Context: an optimization exercise on an open-source flow, tuned for small area, a short achievable clock period and few clock cycles. The choices shown serve that exercise and are no tape-out recipe. In this exercise RTL edits were held to simulation tests only and were not proved equivalent to the original.

==> inputs of job 6562 <==
// berexp_x
module berexp_x (
    input  logic        clk,
    input  logic        rst_n,
    input  logic        valid,
    input  logic        b,
    input  logic [4:0]  z0,
    input  logic [71:0] r_72,
    input  logic [71:0] sqr2_isigma,
    output logic [62:0] z_63,
    output logic [5:0]  s_6,
    output logic        done
);
==> flow/config.mk <==
export PLATFORM = sky130hd
export DESIGN_NAME = berexp_x
export DESIGN_NICKNAME = berexp_x
export VERILOG_FILES = /design/flow/design.v
export SDC_FILE = /design/flow/constraint.sdc
export NUM_CORES = 4
export LEC_CHECK = 0
export CAP_MARGIN = 20
export CORE_MARGIN = 2
export CORE_UTILIZATION = 40
export PLACE_DENSITY = 0.55
export SLEW_MARGIN = 20
==> flow/constraint.sdc <==
create_clock -name core_clock -period 18.0 [get_ports {clk}]
set_input_delay 3.6000 -clock core_clock [delete_from_list [all_inputs] [get_ports {clk}]]
set_output_delay 3.6000 -clock core_clock [all_outputs]
set_load 0.01 [all_outputs]
standard.sh (not shown) runs the stock make flow with config.mk's settings and CLKGATE_MAP_FILE= SYNTH_SCRIPT=/design/flow/synth_recipe.tcl, a recipe that flattens the netlist after the stock synthesis.
==> flow/flow/run.sh <==
#!/bin/bash
# The standard layout (standard synthesis, floorplan, placement, CTS,
# routing) with two changes:
#  - the timing repair steps aim for a setup slack of 13 ns at the design's
#    18 ns clock, so that the resizer works on the design's real critical
#    paths instead of stopping once 18 ns is met;
#  - every input and output port still gets its own buffer, but a plain
#    sky130_fd_sc_hd__buf_2 rather than the delay cell ORFS picks by default.
# The clock period and the SDC constraints are those of the design.
set -euo pipefail
bash standard.sh SETUP_SLACK_MARGIN=13 "BUFFER_PORTS_ARGS=-buffer_cell sky130_fd_sc_hd__buf_2" finish > standard_flow.log 2>&1
==> job 9546: changes against job 6562 <==
==> flow/design.v (replaced) <==
module berexp_x (
    input  logic        clk,
    input  logic        rst_n,
    input  logic        valid,
    input  logic        b,
    input  logic [4:0]  z0,
    input  logic [71:0] r_72,
    input  logic [71:0] sqr2_isigma,
    output logic [62:0] z_63,
    output logic [5:0]  s_6,
    output logic        done
);
    localparam int W  = 12;
    localparam int MW = 93;
    localparam logic [80:0] NC1  = 81'h1ffb2c1d0f9f110000000;  
    localparam logic [80:0] NLN2 = 81'h1ff4e8de8082e30000000;  
    localparam logic [47:0] KI = 48'(45'h171547652b82);  
    localparam logic [MW-1:0] BC0 = 93'haa000000000000000000000;  
    logic [4:0] st, st_n;
    logic [80:0]   a_reg;
    logic [5:0]    s6_r;
    logic [MW-1:0] acc, ps, pc;
    logic [80:0]      zr;
    logic [83:0] zr_sh;
    logic [71:0] isg_sh;
    logic [8:0]       z0sq;
    assign zr     = {(b ? {4'b0, z0} + 9'h1ff : {4'b0, z0}), r_72 ^ {72{b}}};
    assign zr_sh  = 84'(zr) << 0;
    assign isg_sh = 72'(sqr2_isigma) << 0;
    always_comb begin
        case (z0)
            5'd1: z0sq = 9'd1;
            5'd2: z0sq = 9'd4;
            5'd3: z0sq = 9'd9;
            5'd4: z0sq = 9'd16;
            5'd5: z0sq = 9'd25;
            5'd6: z0sq = 9'd36;
            5'd7: z0sq = 9'd49;
            5'd8: z0sq = 9'd64;
            5'd9: z0sq = 9'd81;
            5'd10: z0sq = 9'd100;
            5'd11: z0sq = 9'd121;
            5'd12: z0sq = 9'd144;
            5'd13: z0sq = 9'd169;
            5'd14: z0sq = 9'd196;
            5'd15: z0sq = 9'd225;
            5'd16: z0sq = 9'd256;
            5'd17: z0sq = 9'd289;
            5'd18: z0sq = 9'd324;
            default: z0sq = 9'd0;
        endcase
    end
    logic c_fb_sh, c_fb_z, c_a_ln2, c_am, c_ao, c_az, c_s;
    logic [6:0] b_one, b_two, b_neg;
    logic [80:0] a_eff;
    assign a_eff = c_a_ln2 ? NLN2 : a_reg;
    logic [81:0] sel0;
    assign sel0 = ({1'b0, a_eff} & {82{b_one[0]}}) | ({a_eff, 1'b0} & {82{b_two[0]}});
    logic [81:0] sel1;
    assign sel1 = ({1'b0, a_eff} & {82{b_one[1]}}) | ({a_eff, 1'b0} & {82{b_two[1]}});
    logic [81:0] sel2;
    assign sel2 = ({1'b0, a_eff} & {82{b_one[2]}}) | ({a_eff, 1'b0} & {82{b_two[2]}});
    logic [81:0] sel3;
    assign sel3 = ({1'b0, a_eff} & {82{b_one[3]}}) | ({a_eff, 1'b0} & {82{b_two[3]}});
    logic [81:0] sel4;
    assign sel4 = ({1'b0, a_eff} & {82{b_one[4]}}) | ({a_eff, 1'b0} & {82{b_two[4]}});
    logic [81:0] sel5;
    assign sel5 = ({1'b0, a_eff} & {82{b_one[5]}}) | ({a_eff, 1'b0} & {82{b_two[5]}});
    logic [81:0] sel6;
    assign sel6 = ({1'b0, a_eff} & {82{b_one[6]}}) | ({a_eff, 1'b0} & {82{b_two[6]}});
    logic [MW-1:0] r0_0;
    assign r0_0 = BC0 | 93'({~b_neg[0], b_neg[0], b_neg[0], sel0 ^ {82{b_neg[0]}}});
    logic [MW-1:0] r0_1;
    assign r0_1 = (93'({~b_neg[1], sel1 ^ {82{b_neg[1]}}}) << 2) | (93'(b_neg[0]) << 0);
    logic [MW-1:0] r0_2;
    assign r0_2 = (93'({~b_neg[2], sel2 ^ {82{b_neg[2]}}}) << 4) | (93'(b_neg[1]) << 2);
    logic [MW-1:0] r0_3;
    assign r0_3 = (93'({~b_neg[3], sel3 ^ {82{b_neg[3]}}}) << 6) | (93'(b_neg[2]) << 4);
    logic [MW-1:0] r0_4;
    assign r0_4 = (93'({~b_neg[4], sel4 ^ {82{b_neg[4]}}}) << 8) | (93'(b_neg[3]) << 6);
    logic [MW-1:0] r0_5;
    assign r0_5 = (93'({~b_neg[5], sel5 ^ {82{b_neg[5]}}}) << 10) | (93'(b_neg[4]) << 8);
    logic [MW-1:0] r0_6;
    assign r0_6 = (93'(sel6) << 12) | (93'(b_neg[5]) << 10);
    logic [MW-1:0] s1_0, c1_0;
    assign s1_0 = r0_0 ^ r0_1 ^ r0_2;
    assign c1_0 = ((r0_0 & r0_1) | (r0_0 & r0_2) | (r0_1 & r0_2)) << 1;
    logic [MW-1:0] s1_1, c1_1;
    assign s1_1 = r0_3 ^ r0_4 ^ r0_5;
    assign c1_1 = ((r0_3 & r0_4) | (r0_3 & r0_5) | (r0_4 & r0_5)) << 1;
    logic [MW-1:0] s2_0, c2_0;
    assign s2_0 = s1_0 ^ c1_0 ^ s1_1;
    assign c2_0 = ((s1_0 & c1_0) | (s1_0 & s1_1) | (c1_0 & s1_1)) << 1;
    logic [MW-1:0] s3_0, c3_0;
    assign s3_0 = s2_0 ^ c2_0 ^ c1_1;
    assign c3_0 = ((s2_0 & c2_0) | (s2_0 & c1_1) | (c2_0 & c1_1)) << 1;
    logic [MW-1:0] s4_0, c4_0;
    assign s4_0 = s3_0 ^ c3_0 ^ r0_6;
    assign c4_0 = ((s3_0 & c3_0) | (s3_0 & r0_6) | (c3_0 & r0_6)) << 1;
    always_ff @(posedge clk) begin
        ps <= s4_0;
        pc <= c4_0;
    end
    logic [MW-1:0] fb, mac;
    assign fb  = c_fb_sh ? acc >> W : (c_fb_z ? '0 : MW'(a_reg));
    assign mac = fb + ps + pc;
    always_ff @(posedge clk) begin
        acc <= mac;
        if (c_am || c_ao)
            a_reg <= c_am ? mac[80:0] : (c_az ? zr : NC1);
        if (c_s)
            s6_r <= (mac[87:86] != 2'b00) ? 6'd63 : mac[85:80];
    end
    logic [W-1:0] d_stage, d_nxt;
    always_comb begin
        d_nxt = '0;
        case (st)
            5'd0: d_nxt = zr_sh[23:12];
            5'd1: d_nxt = zr_sh[35:24];
            5'd2: d_nxt = zr_sh[47:36];
            5'd3: d_nxt = zr_sh[59:48];
            5'd4: d_nxt = zr_sh[71:60];
            5'd5: d_nxt = zr_sh[83:72];
            5'd7: d_nxt = isg_sh[11:0];
            5'd8: d_nxt = isg_sh[23:12];
            5'd9: d_nxt = isg_sh[35:24];
            5'd10: d_nxt = isg_sh[47:36];
            5'd11: d_nxt = isg_sh[59:48];
            5'd12: d_nxt = isg_sh[71:60];
            5'd13: d_nxt = W'(z0sq);
            5'd15: d_nxt = KI[11:0];
            5'd16: d_nxt = KI[23:12];
            5'd17: d_nxt = KI[35:24];
            5'd18: d_nxt = KI[47:36];
            default: d_nxt = '0;
        endcase
    end
    always_ff @(posedge clk) d_stage <= d_nxt;
    function automatic logic [20:0] booth_enc(input logic [W-1:0] d);
        logic [W+1:0] x;
        x = 14'(d);
        for (int j = 0; j <= 6; j++) begin
            logic b0, b1, b2;
            b0 = (j == 0) ? 1'b0 : x[2*j-1];
            b1 = x[2*j];
            b2 = x[2*j+1];
            booth_enc[3*j]   = b1 ^ b0;
            booth_enc[3*j+1] = (b2 & ~b1 & ~b0) | (~b2 & b1 & b0);
            booth_enc[3*j+2] = b2 & ~(b1 & b0);
        end
    endfunction
    logic [20:0] enc_d, enc_s, enc_n;
    assign enc_d = c_az ? booth_enc(zr_sh[11:0]) : booth_enc(d_stage);
    assign enc_s = booth_enc(W'(mac[87:80]));
    assign enc_n = c_s ? enc_s : enc_d;
    always_ff @(posedge clk) begin
        for (int j = 0; j <= 6; j++) begin
            b_one[j] <= enc_n[3*j];
            b_two[j] <= enc_n[3*j+1];
            b_neg[j] <= enc_n[3*j+2];
        end
    end
    always_comb begin
        if (!valid)             st_n = '0;
        else if (st != 5'd24) st_n = st + 5'd1;
        else                    st_n = st;
    end
    always_ff @(posedge clk) begin
        c_fb_sh <= !(st_n == 5'd2 || st_n == 5'd10 || st_n == 5'd18
                     || st_n == 5'd23);
        c_fb_z  <= (st_n != 5'd23);
        c_a_ln2 <= (st_n == 5'd22);
        c_am    <= (st_n == 5'd8) || (st_n == 5'd16);
        c_ao    <= (st_n == 5'd0) || (st_n == 5'd14);
        c_az    <= (st_n == 5'd0);
        c_s     <= (st_n == 5'd21);
    end
    always_ff @(posedge clk or negedge rst_n) begin
        if (!rst_n) begin
            st   <= '0;
            done <= 1'b0;
        end else begin
            done <= valid && (st == 5'd22);
            st   <= st_n;
        end
    end
    assign s_6  = s6_r;
    assign z_63 = acc[71:9];
endmodule
- CORE_UTILIZATION: 40 -> 55
- PLACE_DENSITY: 0.55 -> 0.7
==> notes.md <==
item                                                                       job 6562    job 9546
Result of the run                                          timing/DRC/antenna clean  timing/DRC/antenna clean
Layout Skew                                                               0.0187 ns   0.0295 ns
Clock Sink Count                                                                380         396
Sequential element share of the synthesized area                              24.0%       20.8%
Post-synthesis adder-cell area fraction                                       22.7%       27.1%
Seq/total area                                                                21.8%       19.4%
Worst Hold Margin                                                          0.562 ns    0.539 ns
Fill count                                                                    8,737       6,717
Slowest cell on the critical path                                           dfxtp_1    edfxtp_1
Share of synthesized area spent on multiplexers                              0.293%      0.168%
Fin crit share                                                                27.6%       27.7%
XOR/XNOR share of the synthesized area                                        12.3%       13.8%
Number of distinct standard cells referenced by the synthesized netlist          91          94
Post-placement cell count                                                     4,988       5,477
Mapped Area                                                              0.0354 mm2  0.0425 mm2
Testbench counts of job 6562, summed over its fixed seeds: cycles 46,400.
Testbench counts of job 9546, summed over its fixed seeds: cycles 38,400.

========
==> 12-01: inputs <==
berexp_x, a different RTL version from the one above (not shown whole).
==> flow/config.mk <==
export PLATFORM = sky130hd
export DESIGN_NAME = berexp_x
export DESIGN_NICKNAME = berexp_x
export VERILOG_FILES = /design/flow/design.v
export SDC_FILE = /design/flow/constraint.sdc
export NUM_CORES = 4
export LEC_CHECK = 0
export CAP_MARGIN = 20
export CORE_MARGIN = 2
export CORE_UTILIZATION = 40
export PLACE_DENSITY = 0.55
export SLEW_MARGIN = 20
==> flow/constraint.sdc <==
create_clock -name core_clock -period 18.0 [get_ports {clk}]
set_input_delay 3.6000 -clock core_clock [delete_from_list [all_inputs] [get_ports {clk}]]
set_output_delay 3.6000 -clock core_clock [all_outputs]
set_load 0.01 [all_outputs]
==> flow/flow/run.sh <==
#!/bin/bash
# The standard layout (standard synthesis, floorplan, placement, CTS,
# routing), with one change: the timing repair steps aim for a setup slack
# of 13 ns at the design's 18 ns clock, so that the resizer works on the
# design's real critical paths instead of stopping once 18 ns is met.
# The clock period and the SDC constraints are those of the design.
set -euo pipefail
bash standard.sh SETUP_SLACK_MARGIN=13 finish > standard_flow.log 2>&1
==> 09-27 (differences from 12-01) <==
==> flow/design.v, changed modules only <==
module berexp_x (
    input  logic        clk,
    input  logic        rst_n,
    input  logic        valid,
    input  logic        b,
    input  logic [4:0]  z0,
    input  logic [71:0] r_72,
    input  logic [71:0] sqr2_isigma,
    output logic [62:0] z_63,
    output logic [5:0]  s_6,
    output logic        done
);
    localparam int W  = 12;
    localparam int MW = 93;
    localparam logic [80:0] NC1  = 81'h1ffb2c1d0f9f110000000;  
    localparam logic [80:0] NLN2 = 81'h1ff4e8de8082e30000000;  
    localparam logic [47:0] KI = 48'(45'h171547652b82);  
    localparam logic [MW-1:0] BC0 = 93'haa000000000000000000000;  
    logic [4:0] st, st_n;
    logic [80:0]   a_reg;
    logic [5:0]    s6_r;
    logic [MW-1:0] acc, ps, pc;
    logic [80:0]      zr;
    logic [83:0] zr_sh;
    logic [71:0] isg_sh;
    logic [8:0]       z0sq;
    assign zr     = {(b ? {4'b0, z0} + 9'h1ff : {4'b0, z0}), r_72 ^ {72{b}}};
    assign zr_sh  = 84'(zr) << 0;
    assign isg_sh = 72'(sqr2_isigma) << 0;
    always_comb begin
        case (z0)
            5'd1: z0sq = 9'd1;
            5'd2: z0sq = 9'd4;
            5'd3: z0sq = 9'd9;
            5'd4: z0sq = 9'd16;
            5'd5: z0sq = 9'd25;
            5'd6: z0sq = 9'd36;
            5'd7: z0sq = 9'd49;
            5'd8: z0sq = 9'd64;
            5'd9: z0sq = 9'd81;
            5'd10: z0sq = 9'd100;
            5'd11: z0sq = 9'd121;
            5'd12: z0sq = 9'd144;
            5'd13: z0sq = 9'd169;
            5'd14: z0sq = 9'd196;
            5'd15: z0sq = 9'd225;
            5'd16: z0sq = 9'd256;
            5'd17: z0sq = 9'd289;
            5'd18: z0sq = 9'd324;
            default: z0sq = 9'd0;
        endcase
    end
    logic c_fb_sh, c_fb_z, c_a_ln2, c_am, c_ao, c_az, c_s;
    logic [6:0] b_one, b_two, b_neg;
    logic [80:0] a_eff;
    assign a_eff = c_a_ln2 ? NLN2 : a_reg;
    logic [81:0] sel0;
    assign sel0 = ({1'b0, a_eff} & {82{b_one[0]}}) | ({a_eff, 1'b0} & {82{b_two[0]}});
    logic [81:0] sel1;
    assign sel1 = ({1'b0, a_eff} & {82{b_one[1]}}) | ({a_eff, 1'b0} & {82{b_two[1]}});
    logic [81:0] sel2;
    assign sel2 = ({1'b0, a_eff} & {82{b_one[2]}}) | ({a_eff, 1'b0} & {82{b_two[2]}});
    logic [81:0] sel3;
    assign sel3 = ({1'b0, a_eff} & {82{b_one[3]}}) | ({a_eff, 1'b0} & {82{b_two[3]}});
    logic [81:0] sel4;
    assign sel4 = ({1'b0, a_eff} & {82{b_one[4]}}) | ({a_eff, 1'b0} & {82{b_two[4]}});
    logic [81:0] sel5;
    assign sel5 = ({1'b0, a_eff} & {82{b_one[5]}}) | ({a_eff, 1'b0} & {82{b_two[5]}});
    logic [81:0] sel6;
    assign sel6 = ({1'b0, a_eff} & {82{b_one[6]}}) | ({a_eff, 1'b0} & {82{b_two[6]}});
    logic [MW-1:0] r0_0;
    assign r0_0 = BC0 | 93'({~b_neg[0], b_neg[0], b_neg[0], sel0 ^ {82{b_neg[0]}}});
    logic [MW-1:0] r0_1;
    assign r0_1 = (93'({~b_neg[1], sel1 ^ {82{b_neg[1]}}}) << 2) | (93'(b_neg[0]) << 0);
    logic [MW-1:0] r0_2;
    assign r0_2 = (93'({~b_neg[2], sel2 ^ {82{b_neg[2]}}}) << 4) | (93'(b_neg[1]) << 2);
    logic [MW-1:0] r0_3;
    assign r0_3 = (93'({~b_neg[3], sel3 ^ {82{b_neg[3]}}}) << 6) | (93'(b_neg[2]) << 4);
    logic [MW-1:0] r0_4;
    assign r0_4 = (93'({~b_neg[4], sel4 ^ {82{b_neg[4]}}}) << 8) | (93'(b_neg[3]) << 6);
    logic [MW-1:0] r0_5;
    assign r0_5 = (93'({~b_neg[5], sel5 ^ {82{b_neg[5]}}}) << 10) | (93'(b_neg[4]) << 8);
    logic [MW-1:0] r0_6;
    assign r0_6 = (93'(sel6) << 12) | (93'(b_neg[5]) << 10);
    logic [MW-1:0] s1_0, c1_0;
    assign s1_0 = r0_0 ^ r0_1 ^ r0_2;
    assign c1_0 = ((r0_0 & r0_1) | (r0_0 & r0_2) | (r0_1 & r0_2)) << 1;
    logic [MW-1:0] s1_1, c1_1;
    assign s1_1 = r0_3 ^ r0_4 ^ r0_5;
    assign c1_1 = ((r0_3 & r0_4) | (r0_3 & r0_5) | (r0_4 & r0_5)) << 1;
    logic [MW-1:0] s2_0, c2_0;
    assign s2_0 = s1_0 ^ c1_0 ^ s1_1;
    assign c2_0 = ((s1_0 & c1_0) | (s1_0 & s1_1) | (c1_0 & s1_1)) << 1;
    logic [MW-1:0] s3_0, c3_0;
    assign s3_0 = s2_0 ^ c2_0 ^ c1_1;
    assign c3_0 = ((s2_0 & c2_0) | (s2_0 & c1_1) | (c2_0 & c1_1)) << 1;
    logic [MW-1:0] s4_0, c4_0;
    assign s4_0 = s3_0 ^ c3_0 ^ r0_6;
    assign c4_0 = ((s3_0 & c3_0) | (s3_0 & r0_6) | (c3_0 & r0_6)) << 1;
    always_ff @(posedge clk) begin
        ps <= s4_0;
        pc <= c4_0;
    end
    logic [MW-1:0] fb, mac;
    assign fb  = c_fb_sh ? acc >> W : (c_fb_z ? '0 : MW'(a_reg));
    assign mac = fb + ps + pc;
    always_ff @(posedge clk) begin
        acc <= mac;
        if (c_am || c_ao)
            a_reg <= c_am ? mac[80:0] : (c_az ? zr : NC1);
        if (c_s)
            s6_r <= (mac[87:86] != 2'b00) ? 6'd63 : mac[85:80];
    end
    logic [W-1:0] d_stage, d_nxt;
    always_comb begin
        d_nxt = '0;
        case (st)
            5'd0: d_nxt = zr_sh[23:12];
            5'd1: d_nxt = zr_sh[35:24];
            5'd2: d_nxt = zr_sh[47:36];
            5'd3: d_nxt = zr_sh[59:48];
            5'd4: d_nxt = zr_sh[71:60];
            5'd5: d_nxt = zr_sh[83:72];
            5'd7: d_nxt = isg_sh[11:0];
            5'd8: d_nxt = isg_sh[23:12];
            5'd9: d_nxt = isg_sh[35:24];
            5'd10: d_nxt = isg_sh[47:36];
            5'd11: d_nxt = isg_sh[59:48];
            5'd12: d_nxt = isg_sh[71:60];
            5'd13: d_nxt = W'(z0sq);
            5'd15: d_nxt = KI[11:0];
            5'd16: d_nxt = KI[23:12];
            5'd17: d_nxt = KI[35:24];
            5'd18: d_nxt = KI[47:36];
            default: d_nxt = '0;
        endcase
    end
    always_ff @(posedge clk) d_stage <= d_nxt;
    function automatic logic [20:0] booth_enc(input logic [W-1:0] d);
        logic [W+1:0] x;
        x = 14'(d);
        for (int j = 0; j <= 6; j++) begin
            logic b0, b1, b2;
            b0 = (j == 0) ? 1'b0 : x[2*j-1];
            b1 = x[2*j];
            b2 = x[2*j+1];
            booth_enc[3*j]   = b1 ^ b0;
            booth_enc[3*j+1] = (b2 & ~b1 & ~b0) | (~b2 & b1 & b0);
            booth_enc[3*j+2] = b2 & ~(b1 & b0);
        end
    endfunction
    logic [20:0] enc_d, enc_s, enc_n;
    assign enc_d = c_az ? booth_enc(zr_sh[11:0]) : booth_enc(d_stage);
    assign enc_s = booth_enc(W'(mac[87:80]));
    assign enc_n = c_s ? enc_s : enc_d;
    always_ff @(posedge clk) begin
        for (int j = 0; j <= 6; j++) begin
            b_one[j] <= enc_n[3*j];
            b_two[j] <= enc_n[3*j+1];
            b_neg[j] <= enc_n[3*j+2];
        end
    end
    always_comb begin
        if (!valid)             st_n = '0;
        else if (st != 5'd24) st_n = st + 5'd1;
        else                    st_n = st;
    end
    always_ff @(posedge clk) begin
        c_fb_sh <= !(st_n == 5'd2 || st_n == 5'd10 || st_n == 5'd18
                     || st_n == 5'd23);
        c_fb_z  <= (st_n != 5'd23);
        c_a_ln2 <= (st_n == 5'd22);
        c_am    <= (st_n == 5'd8) || (st_n == 5'd16);
        c_ao    <= (st_n == 5'd0) || (st_n == 5'd14);
        c_az    <= (st_n == 5'd0);
        c_s     <= (st_n == 5'd21);
    end
    always_ff @(posedge clk or negedge rst_n) begin
        if (!rst_n) begin
            st   <= '0;
            done <= 1'b0;
        end else begin
            done <= valid && (st == 5'd22);
            st   <= st_n;
        end
    end
    assign s_6  = s6_r;
    assign z_63 = acc[71:9];
endmodule
==> flow/flow/run.sh (replaced) <==
#!/bin/bash
# The standard layout (standard synthesis, floorplan, placement, CTS,
# routing) with two changes:
#  - the timing repair steps aim for a setup slack of 13 ns at the design's
#    18 ns clock, so that the resizer works on the design's real critical
#    paths instead of stopping once 18 ns is met;
#  - every input and output port still gets its own buffer, but a plain
#    sky130_fd_sc_hd__buf_2 rather than the delay cell ORFS picks by default.
# The clock period and the SDC constraints are those of the design.
set -euo pipefail
bash standard.sh SETUP_SLACK_MARGIN=13 "BUFFER_PORTS_ARGS=-buffer_cell sky130_fd_sc_hd__buf_2" finish > standard_flow.log 2>&1
==> qor summary <==
quantity                                                                       12-01                  09-27
Run status                                                  timing/DRC/antenna clean  timing/DRC/antenna clean
Util after Layout                                                              0.453                  0.441
Fillers                                                                         8620                  10300
Depth of the worst hold-timing path                                                3                      2
Setup slack of the critical path after layout                               13.04 ns               13.05 ns
Initial antenna violation count                                                   10                      7
Via count of the first global-routing pass                                     30700                  36400
Share of synthesized cell area in and, or, nand and nor gates                 0.0983                 0.0969
Setup repair bufs after CTS                                                       10                     13
Global placer's final weighted congestion                                      0.993                  0.962
Setup repair after global routing missed its margin                            false                   true
Achievable Freq                                                            0.202 GHz              0.202 GHz
Total track usage                                                              0.330                  0.313
Worst R2R End                                                  s6_r[0]$_SDFFCE_PP1P_  s6_r[4]$_SDFFCE_PP1P_
Global routing usage on met3                                                  0.0820                 0.0662
Post-route met1 wirelength                                                  62400 µm               70500 µm
Fraction of the yosys area taken by sequential cells                           0.240                  0.208
Number of gates resized after CTS                                                159                     28
Testbench counts of 12-01, summed over its fixed seeds: cycles 46,400.
Testbench counts of 09-27, summed over its fixed seeds: cycles 38,400.

==> afterwards: timing with drivers on the ports <==
The flow's constraints put no driver on any port. The routed layouts listed below were extracted and timed again, unchanged, in two steps.
Step 1 sets driving cells, clkbuf_16 on the clock port and buf_2 on the other inputs (assumed; they add their load-dependent delay and slew).
Step 2 adds t to the input delays and takes it off the output delays; t is the mean of the earliest and latest rising clock arrival at the registers after step 1. Input paths then give back, and output paths get back, about the clock's delay inside the block.
a / b / c = no drivers / after step 1 / after step 2; a / b = the first two.
| run | t (ns) | slack for setup (ns) | hold WS [ns] | worst setup path at the end | clock arrival spread, ns |
|---|---|---|---|---|---|
| job 6562 | 0.674 | 13.025 / 12.956 / 12.464 | 0.562 / 0.562 / 0.562 | input to register | 0.018 / 0.018 |
| job 9546 | 0.669 | 13.015 / 12.954 / 12.418 | 0.539 / 0.539 / 0.539 | input to register | 0.031 / 0.031 |
| 12-01 | 0.687 | 13.039 / 12.970 / 12.402 | 0.675 / 0.675 / 0.675 | input to register | 0.019 / 0.020 |
| 09-27 | 0.656 | 13.051 / 12.975 / 12.507 | 0.532 / 0.532 / 0.532 | input to register | 0.028 / 0.028 |
After both steps setup and hold are still met in every run listed. The setup slack of 12-01, which loses most, moves by -0.069 ns with the drivers and by -0.637 ns with both steps.
